From an optimization exercise on the open Yosys and OpenROAD flow, aimed at small area; shortcuts taken in it are not production practice. Function was checked by simulation only, so behaviour that the tests miss may differ from the original. Power and IR drop assume default switching activity.

==> run B <==
// ADD_Final_Project
module ADD_Final_Project(clk, rst, UserDigit, UserLoad, LoggedInLED, difficulty, game_start, correct_final,
logout, display0, display1, display2, display3, display4, ones_output, correctID);
==> module ADD_Final_Project, before the edit <==
module ADD_Final_Project(clk, rst, UserDigit, UserLoad, LoggedInLED, difficulty, game_start, correct_final,
logout, display0, display1, display2, display3, display4, ones_output, correctID);
   input clk, rst;
   input [3:0] UserDigit;
   input UserLoad;
   output LoggedInLED;
   input [1:0] difficulty;
   input game_start;
   output correct_final;
   input logout;
   output [6:0] display0;
   output [6:0] display1;
   output [6:0] display2;
   output [6:0] display3;
   output [6:0] display4;
   output [6:0] ones_output;
   output correctID;
   wire Load_signal, start_signal, logout_signal;
   button_shaper shaper1(UserLoad, Load_signal, clk, rst);
   button_shaper shaper2(game_start, start_signal, clk, rst);
   button_shaper shaper3(logout, logout_signal, clk, rst);
   wire matchedID, LoggedIn, pswd_logout;
   wire [2:0] k;
   wire lo_e, lo_m, lo_h;
   player_id pid(clk, rst, UserDigit, Load_signal, pswd_logout, matchedID, k);
   pswd pw(clk, rst, matchedID, k, UserDigit, Load_signal, lo_e | lo_m | lo_h, LoggedIn, pswd_logout);
   assign correctID = matchedID;
   assign LoggedInLED = LoggedIn;
   reg [15:0] L;
   wire fb = L[15];
   always @(posedge clk) begin
      if (rst == 1'b0)
         L <= 16'hFFFF;
      else
         L <= {L[14:6], L[5] , L[4] ^ fb, L[3], L[2] ^ fb, L[1] ^ fb, L[0], fb};
   end
   wire [3:0] q = {L[7], L[9], L[12], L[15]};
   wire [3:0] morse_m = (q >= 4'd10) ? q - 4'd10 : q;
   wire [3:0] morse_h = (q == 4'd15) ? 4'd0 : q;
   wire LI_e = LoggedIn & (difficulty == 2'b01);
   wire LI_m = LoggedIn & (difficulty == 2'b10);
   wire LI_h = LoggedIn & (difficulty == 2'b11);
   wire rc_e, en_e, to_e, c_e, ts_e;
   wire [3:0] n_e, d_e;
   ctl_easy ce(clk, rst, morse_m, LI_e, start_signal, Load_signal, UserDigit, rc_e, en_e, to_e, n_e, c_e, logout_signal, lo_e);
   sec_timer #(10) te(clk, rst, en_e, ts_e);
   cdown #(10) de(clk, rst, rc_e, ts_e, d_e, to_e);
   wire rc_m, en_m, to_m, c_m, ts_m, e1_m, e2_m, f1_m, f2_m;
   wire [3:0] n_m, d_m;
   ctl_med cm(clk, rst, morse_m, LI_m, start_signal, Load_signal, UserDigit, rc_m, en_m, to_m, n_m, c_m, logout_signal, lo_m,
              e1_m, e2_m, f1_m, f2_m);
   sec_timer #(10) tm(clk, rst, en_m, ts_m);
   cdown #(12) dm(clk, rst, rc_m, ts_m, d_m, to_m);
   sec_timer #(5) fm1(clk, rst, e1_m, f1_m);
   sec_timer #(5) fm2(clk, rst, e2_m, f2_m);
   wire rc_h, en_h, to_h, c_h, ts_h, e1_h, e2_h, e3_h, f1_h, f2_h, f3_h;
   wire [3:0] n_h, d_h;
   ctl_hard ch(clk, rst, morse_h, LI_h, start_signal, Load_signal, UserDigit, rc_h, en_h, to_h, n_h, c_h, logout_signal, lo_h,
               e1_h, e2_h, e3_h, f1_h, f2_h, f3_h);
   sec_timer #(10) th(clk, rst, en_h, ts_h);
   cdown #(12) dh(clk, rst, rc_h, ts_h, d_h, to_h);
   sec_timer #(3) fh1(clk, rst, e1_h, f1_h);
   sec_timer #(3) fh2(clk, rst, e2_h, f2_h);
   sec_timer #(3) fh3(clk, rst, e3_h, f3_h);
   reg correct_final;
   reg [3:0] ones, num;
   always @(*) begin
      case (difficulty)
         2'b01: begin correct_final = c_e; ones = d_e; num = n_e; end
         2'b10: begin correct_final = c_m; ones = d_m; num = n_m; end
         2'b11: begin correct_final = c_h; ones = d_h; num = n_h; end
         default: begin correct_final = 1'b0; ones = 4'd0; num = 4'd0; end
      endcase
   end
   reg [6:0] ones_output;
   always @(*) begin
      case (ones)
         4'd0: ones_output = 7'b1000000;
         4'd1: ones_output = 7'b1111001;
         4'd2: ones_output = 7'b0100100;
         4'd3: ones_output = 7'b0110000;
         4'd4: ones_output = 7'b0011001;
         4'd5: ones_output = 7'b0010010;
         4'd6: ones_output = 7'b0000010;
         4'd7: ones_output = 7'b1111000;
         4'd8: ones_output = 7'b0000000;
         4'd9: ones_output = 7'b0011000;
         4'd10: ones_output = 7'b0001000;
         4'd11: ones_output = 7'b0000011;
         4'd12: ones_output = 7'b1000110;
         4'd13: ones_output = 7'b0100001;
         4'd14: ones_output = 7'b0000110;
         default: ones_output = 7'b1000000;  
      endcase
   end
   localparam [6:0] DA = 7'b1110111, DO = 7'b0100011, DB = 7'b1111111;
   reg [34:0] disp;
   always @(*) begin
      if (rst == 1'b0 || to_e || to_m || to_h)
         disp = {DB, DB, DB, DB, DB};
      else begin
         case (num)
            4'h0: disp = {DA, DA, DA, DA, DA};
            4'h1: disp = {DA, DA, DA, DA, DO};
            4'h2: disp = {DA, DA, DA, DO, DO};
            4'h3: disp = {DA, DA, DO, DO, DO};
            4'h4: disp = {DA, DO, DO, DO, DO};
            4'h5: disp = {DO, DO, DO, DO, DO};
            4'h6: disp = {DO, DO, DO, DO, DA};
            4'h7: disp = {DO, DO, DO, DA, DA};
            4'h8: disp = {DO, DO, DA, DA, DA};
            4'h9: disp = {DO, DA, DA, DA, DA};
            4'hA: disp = {DB, DB, DB, DA, DO};
            4'hB: disp = {DB, DO, DO, DO, DA};
            4'hC: disp = {DB, DO, DA, DO, DA};
            4'hD: disp = {DB, DB, DO, DO, DA};
            4'hE: disp = {DB, DB, DB, DB, DO};
            default: disp = {DB, DB, DB, DB, DB};
         endcase
      end
   end
   assign {display0, display1, display2, display3, display4} = disp;
endmodule
make LEC_CHECK=0 CAP_MARGIN=20 CORE_MARGIN=2 CORE_UTILIZATION=40 CTS_BUF_LIST=sky130_fd_sc_hd__clkbuf_4 CTS_CLUSTER_DIAMETER=50 CTS_CLUSTER_SIZE=10 SLEW_MARGIN=20 finish   # period 10.0 ns
run.sh (not shown) runs the stock make flow with config.mk's settings and CLKGATE_MAP_FILE= SYNTH_SCRIPT=/design/flow/synth_recipe.tcl, a recipe that flattens the netlist after the stock synthesis.
==> run E: changes against run B <==
--- a/flow/design.v
+++ b/flow/design.v
@@ -449,13 +449,12 @@
    assign correctID = matchedID;
    assign LoggedInLED = LoggedIn;
-   reg [15:0] L;
-   wire fb = L[15];
+   reg [15:0] y;
    always @(posedge clk) begin
       if (rst == 1'b0)
-         L <= 16'hFFFF;
+         y <= 16'h5555;    
       else
-         L <= {L[14:6], L[5] , L[4] ^ fb, L[3], L[2] ^ fb, L[1] ^ fb, L[0], fb};
+         y <= {~y[14:6], ~y[5], y[4] ^ y[15], ~y[3], y[2] ^ y[15], y[1] ^ y[15], ~y[0], ~y[15]};
    end
-   wire [3:0] q = {L[7], L[9], L[12], L[15]};
+   wire [3:0] q = {~y[7], ~y[9], y[12], ~y[15]};   
    wire [3:0] morse_m = (q >= 4'd10) ? q - 4'd10 : q;
    wire [3:0] morse_h = (q == 4'd15) ? 4'd0 : q;
==> flow/flow/run.sh (new file) <==
#!/bin/bash
set -e
cp standard.sh standard_sh.copy.log
export BUFFER_PORTS_ARGS="-buffer_cell sky130_fd_sc_hd__buf_1"
export CTS_ARGS="-sink_clustering_enable -repair_clock_nets -dont_use_dummy_load -buf_list sky130_fd_sc_hd__clkbuf_4 -sink_clustering_size 10 -sink_clustering_max_diameter 50"
bash standard.sh > standard_flow.log 2>&1
==> flow/standard.sh (new file) <==
#!/bin/bash
# synth_recipe.tcl (not shown) runs the flow's synth.tcl, then flattens the netlist and writes it again
# the make line also repeats each setting of config.mk as NAME=value (left out here)
make -C /OpenROAD-flow-scripts/flow DESIGN_CONFIG=/design/flow/config.mk WORK_HOME=/design/flow/orfs CLKGATE_MAP_FILE= SYNTH_SCRIPT=/design/flow/synth_recipe.tcl "${@:-finish}"
==> flow/config.mk (replaced) <==
export PLATFORM = sky130hd
export DESIGN_NAME = ADD_Final_Project
export DESIGN_NICKNAME = ADD_Final_Project
export VERILOG_FILES = /design/flow/design.v
export SDC_FILE = /design/flow/constraint.sdc
export NUM_CORES = 4
export LEC_CHECK = 0
export ABC_AREA = 1
export CAP_MARGIN = 20
export CORE_MARGIN = 2
export CORE_UTILIZATION = 75
export PLACE_DENSITY = 0.85
export SLEW_MARGIN = 20
removed: flow/run.sh
==> qor summary <==
item	run B	run E
Wire length on met1	12,700 µm	10,600 µm
Worst Setup EP	display3[6]	display2[6]
FP Rows	63	45
Worst path setup slack after routing	2.78 ns	4.07 ns
Non-Clock Buffer Count	46	43
Shortest period the worst path allows	7.22 ns	5.93 ns
Clock network area share	3.33%	1.72%
DP HPWL	17,700 µm	17,700 µm
Delay of the slowest cell on the worst path	0.68 ns	0.76 ns
Launching element of the worst setup path	difficulty[0]	rst
Multi-input logic area	0.00641 mm²	0.00549 mm²
Result of the run	no timing/DRC/antenna violations	no timing/DRC/antenna violations
Fill cell total of the finished layout	2,937	1,130
Number of nets in the finished design	1,433	1,612

========
==> inputs of run a <==
Another version of the RTL of ADD_Final_Project (not shown whole).
==> module ms100, before the edit <==
module ms100(clk, rst, en, tick);
   input clk, rst, en;
   output tick;
   reg [8:0] L;
   assign tick = L[0] & L[1] & ~L[2] & L[3] & ~L[4] & L[6] & ~L[7];
   always @(posedge clk) begin
      if (rst == 1'b0 || en == 1'b0)
         L <= 9'b010010010;
      else
         L <= {L[7:2], L[1] & ~tick, L[0], L[8] ^ L[3]};
   end
endmodule
export LEC_CHECK = 0
export CAP_MARGIN = 20
export CORE_MARGIN = 2
export CORE_UTILIZATION = 40
export SLEW_MARGIN = 20
create_clock -name core_clock -period 10.0 [get_ports {clk}]
Stock flow here: none of the scripts above is used.
==> run b: changes against run a <==
--- a/flow/design.v
+++ b/flow/design.v
@@ -17,9 +17,9 @@
    output tick;
-   reg [8:0] L;
-   assign tick = L[0] & L[1] & ~L[2] & L[3] & ~L[4] & L[6] & ~L[7];
+   reg [8:0] y;
+   assign tick = y[0] & ~y[1] & ~y[2] & ~y[3] & ~y[4] & y[6] & y[7];
    always @(posedge clk) begin
       if (rst == 1'b0 || en == 1'b0)
-         L <= 9'b010010010;
+         y <= 9'b000111000;
       else
-         L <= {L[7:2], L[1] & ~tick, L[0], L[8] ^ L[3]};
+         y <= {~y[7:3], ~y[2], ~y[1] & ~tick, ~y[0], ~(y[8] ^ y[3])};
    end
@@ -450,11 +450,10 @@
    assign LoggedInLED = LoggedIn;
-   reg [15:0] L;
-   wire fb = L[15];
+   reg [15:0] y;
    always @(posedge clk) begin
       if (rst == 1'b0)
-         L <= 16'hFFFF;
+         y <= 16'h5555;    
       else
-         L <= {L[14:6], L[5] , L[4] ^ fb, L[3], L[2] ^ fb, L[1] ^ fb, L[0], fb};
+         y <= {~y[14:6], ~y[5], y[4] ^ y[15], ~y[3], y[2] ^ y[15], y[1] ^ y[15], ~y[0], ~y[15]};
    end
-   wire [3:0] q = {L[7], L[9], L[12], L[15]};
+   wire [3:0] q = {~y[7], ~y[9], y[12], ~y[15]};   
    wire [3:0] morse_m = (q >= 4'd10) ? q - 4'd10 : q;
==> flow/flow/run.sh (new file) <==
#!/bin/bash
set -e
cp standard.sh standard_sh.copy.log
export BUFFER_PORTS_ARGS="-buffer_cell sky130_fd_sc_hd__buf_1"
export CTS_ARGS="-sink_clustering_enable -repair_clock_nets -dont_use_dummy_load -buf_list sky130_fd_sc_hd__clkbuf_4 -sink_clustering_size 10 -sink_clustering_max_diameter 50"
bash standard.sh > standard_flow.log 2>&1
==> flow/standard.sh (new file) <==
#!/bin/bash
# synth_recipe.tcl (not shown) runs the flow's synth.tcl, then flattens the netlist and writes it again
# the make line also repeats each setting of config.mk as NAME=value (left out here)
make -C /OpenROAD-flow-scripts/flow DESIGN_CONFIG=/design/flow/config.mk WORK_HOME=/design/flow/orfs CLKGATE_MAP_FILE= SYNTH_SCRIPT=/design/flow/synth_recipe.tcl "${@:-finish}"
--- a/flow/config.mk
+++ b/flow/config.mk
@@ -7,5 +7,7 @@
 export LEC_CHECK = 0
+export ABC_AREA = 1
 export CAP_MARGIN = 20
 export CORE_MARGIN = 2
-export CORE_UTILIZATION = 40
+export CORE_UTILIZATION = 65
+export PLACE_DENSITY = 0.75
 export SLEW_MARGIN = 20
removed: flow/run.sh
==> run c: changes against run a <==
--- a/flow/design.v
+++ b/flow/design.v
@@ -17,9 +17,9 @@
    output tick;
-   reg [8:0] L;
-   assign tick = L[0] & L[1] & ~L[2] & L[3] & ~L[4] & L[6] & ~L[7];
+   reg [8:0] y;
+   assign tick = y[0] & ~y[1] & ~y[2] & ~y[3] & ~y[4] & y[6] & y[7];
    always @(posedge clk) begin
       if (rst == 1'b0 || en == 1'b0)
-         L <= 9'b010010010;
+         y <= 9'b000111000;
       else
-         L <= {L[7:2], L[1] & ~tick, L[0], L[8] ^ L[3]};
+         y <= {~y[7:3], ~y[2], ~y[1] & ~tick, ~y[0], ~(y[8] ^ y[3])};
    end
@@ -450,11 +450,10 @@
    assign LoggedInLED = LoggedIn;
-   reg [15:0] L;
-   wire fb = L[15];
+   reg [15:0] y;
    always @(posedge clk) begin
       if (rst == 1'b0)
-         L <= 16'hFFFF;
+         y <= 16'h5555;    
       else
-         L <= {L[14:6], L[5] , L[4] ^ fb, L[3], L[2] ^ fb, L[1] ^ fb, L[0], fb};
+         y <= {~y[14:6], ~y[5], y[4] ^ y[15], ~y[3], y[2] ^ y[15], y[1] ^ y[15], ~y[0], ~y[15]};
    end
-   wire [3:0] q = {L[7], L[9], L[12], L[15]};
+   wire [3:0] q = {~y[7], ~y[9], y[12], ~y[15]};   
    wire [3:0] morse_m = (q >= 4'd10) ? q - 4'd10 : q;
==> flow/flow/run.sh (new file) <==
#!/bin/bash
set -e
cp standard.sh standard_sh.copy.log
export BUFFER_PORTS_ARGS="-buffer_cell sky130_fd_sc_hd__buf_1"
export CTS_ARGS="-sink_clustering_enable -repair_clock_nets -dont_use_dummy_load -buf_list sky130_fd_sc_hd__clkbuf_16 -sink_clustering_size 30 -sink_clustering_max_diameter 80"
bash standard.sh > standard_flow.log 2>&1
==> flow/standard.sh (new file) <==
#!/bin/bash
# synth_recipe.tcl (not shown) runs the flow's synth.tcl, then flattens the netlist and writes it again
# the make line also repeats each setting of config.mk as NAME=value (left out here)
make -C /OpenROAD-flow-scripts/flow DESIGN_CONFIG=/design/flow/config.mk WORK_HOME=/design/flow/orfs CLKGATE_MAP_FILE= SYNTH_SCRIPT=/design/flow/synth_recipe.tcl "${@:-finish}"
--- a/flow/config.mk
+++ b/flow/config.mk
@@ -7,2 +7,3 @@
 export LEC_CHECK = 0
+export ABC_AREA = 1
 export CAP_MARGIN = 20
removed: flow/run.sh
==> qor summary <==
quantity                                                                              run a                     run b                     run c
Run status                                                 no timing/DRC/antenna violations  no timing/DRC/antenna violations  no timing/DRC/antenna violations
Cts bufs inserted                                                                        27                        28                        14
Ratio of cells with drive above 1 in the final layout                                0.0723                    0.0477                    0.0402
Capturing element of the worst setup path                                       display4[6]               display2[6]            ones_output[1]
Routability-driven placement congestion ratio                                         0.869                     0.932                     0.922
Area share of fa/ha/maj cells after synthesis                                        0.0690                    0.0746                    0.0746
Most frequently used cell type in the post-synthesis netlist       sky130_fd_sc_hd__dfxtp_1  sky130_fd_sc_hd__nand2_1  sky130_fd_sc_hd__nand2_1
Worst-case hold path end point                                                         L[6]                fm1.m.y[7]                fh2.m.y[1]
Number of multi-input combinational cells                                             1,007                     1,023                     1,023
Proportion of synthesized chip area in sequential cells                               0.404                     0.430                     0.430
Initial core utilization                                                              0.408                     0.662                     0.408
Fmax                                                                                132 MHz                   167 MHz                   172 MHz
Number of antenna violations at the first check in global routing                         0                         1                         0
Worst rel slew slack                                                                  0.420                     0.408                     0.454
Number of well taps                                                                     390                       225                       378
Clock-cell share of area                                                             0.0648                    0.0178                    0.0288
Final standard cell count with taps included and fillers excluded                     1,773                     1,757                     1,897
Fraction of area in multi-input gates                                                 0.488                     0.464                     0.451
Global routing usage on met1                                                          0.236                     0.330                     0.218
Final clock skew                                                                  0.0123 ns                 0.0522 ns                 0.0632 ns
Antenna diodes                                                                            0                         1                         0
Post-synthesis xor/xnor area fraction                                                0.0360                    0.0284                    0.0284
Seq pwr share                                                                         0.433                     0.576                     0.531
Hold_ws                                                                            0.406 ns                  0.343 ns                  0.356 ns
Area enclosed by the die boundary                                               31,800 um^2               18,600 um^2               29,900 um^2
Share of the synthesized area in compound gates (AO/OA/AOI/OAI)                       0.176                     0.110                     0.110

-- separate check: timing with driven ports --
No port has a modelled driver above. Below, the same layouts with a new extraction and two added sets of constraints.
Step 1 assumes that a clkbuf_16 drives the clock port and a buf_2 every other input.
Step 2 times the ports against the registers' clock, not the clock port: input delays grow and output delays shrink by t, the midpoint of the rising clock arrivals with the driver on.
Slacks: no drivers / after step 1 / after step 2; pairs: no drivers / after step 1.
run | shift t [ns] | slack for setup (ns) | hold slack, ns | worst setup path at the end | worst data-port slew with drivers (ns)
run B of note 1 | 0.722 | 2.782 / 2.717 / 2.717 | 0.386 / 0.386 / 0.386 | input to output | 0.08
run E of note 1 | 0.657 | 4.072 / 4.049 / 4.049 | 0.384 / 0.384 / 0.384 | input to output | 0.03
run a of note 2 | 0.573 | 2.411 / 2.384 / 2.384 | 0.406 / 0.406 / 0.406 | input to output | 0.08
run b of note 2 | 0.673 | 4.012 / 3.989 / 3.989 | 0.343 / 0.343 / 0.343 | input to output | 0.04
run c of note 2 | 0.514 | 4.179 / 4.154 / 4.154 | 0.356 / 0.356 / 0.356 | input to output | 0.03
After both steps setup and hold are still met in every run listed. The setup slack of run B of note 1, which loses most, moves by -0.065 ns with the drivers and by -0.065 ns with both steps.
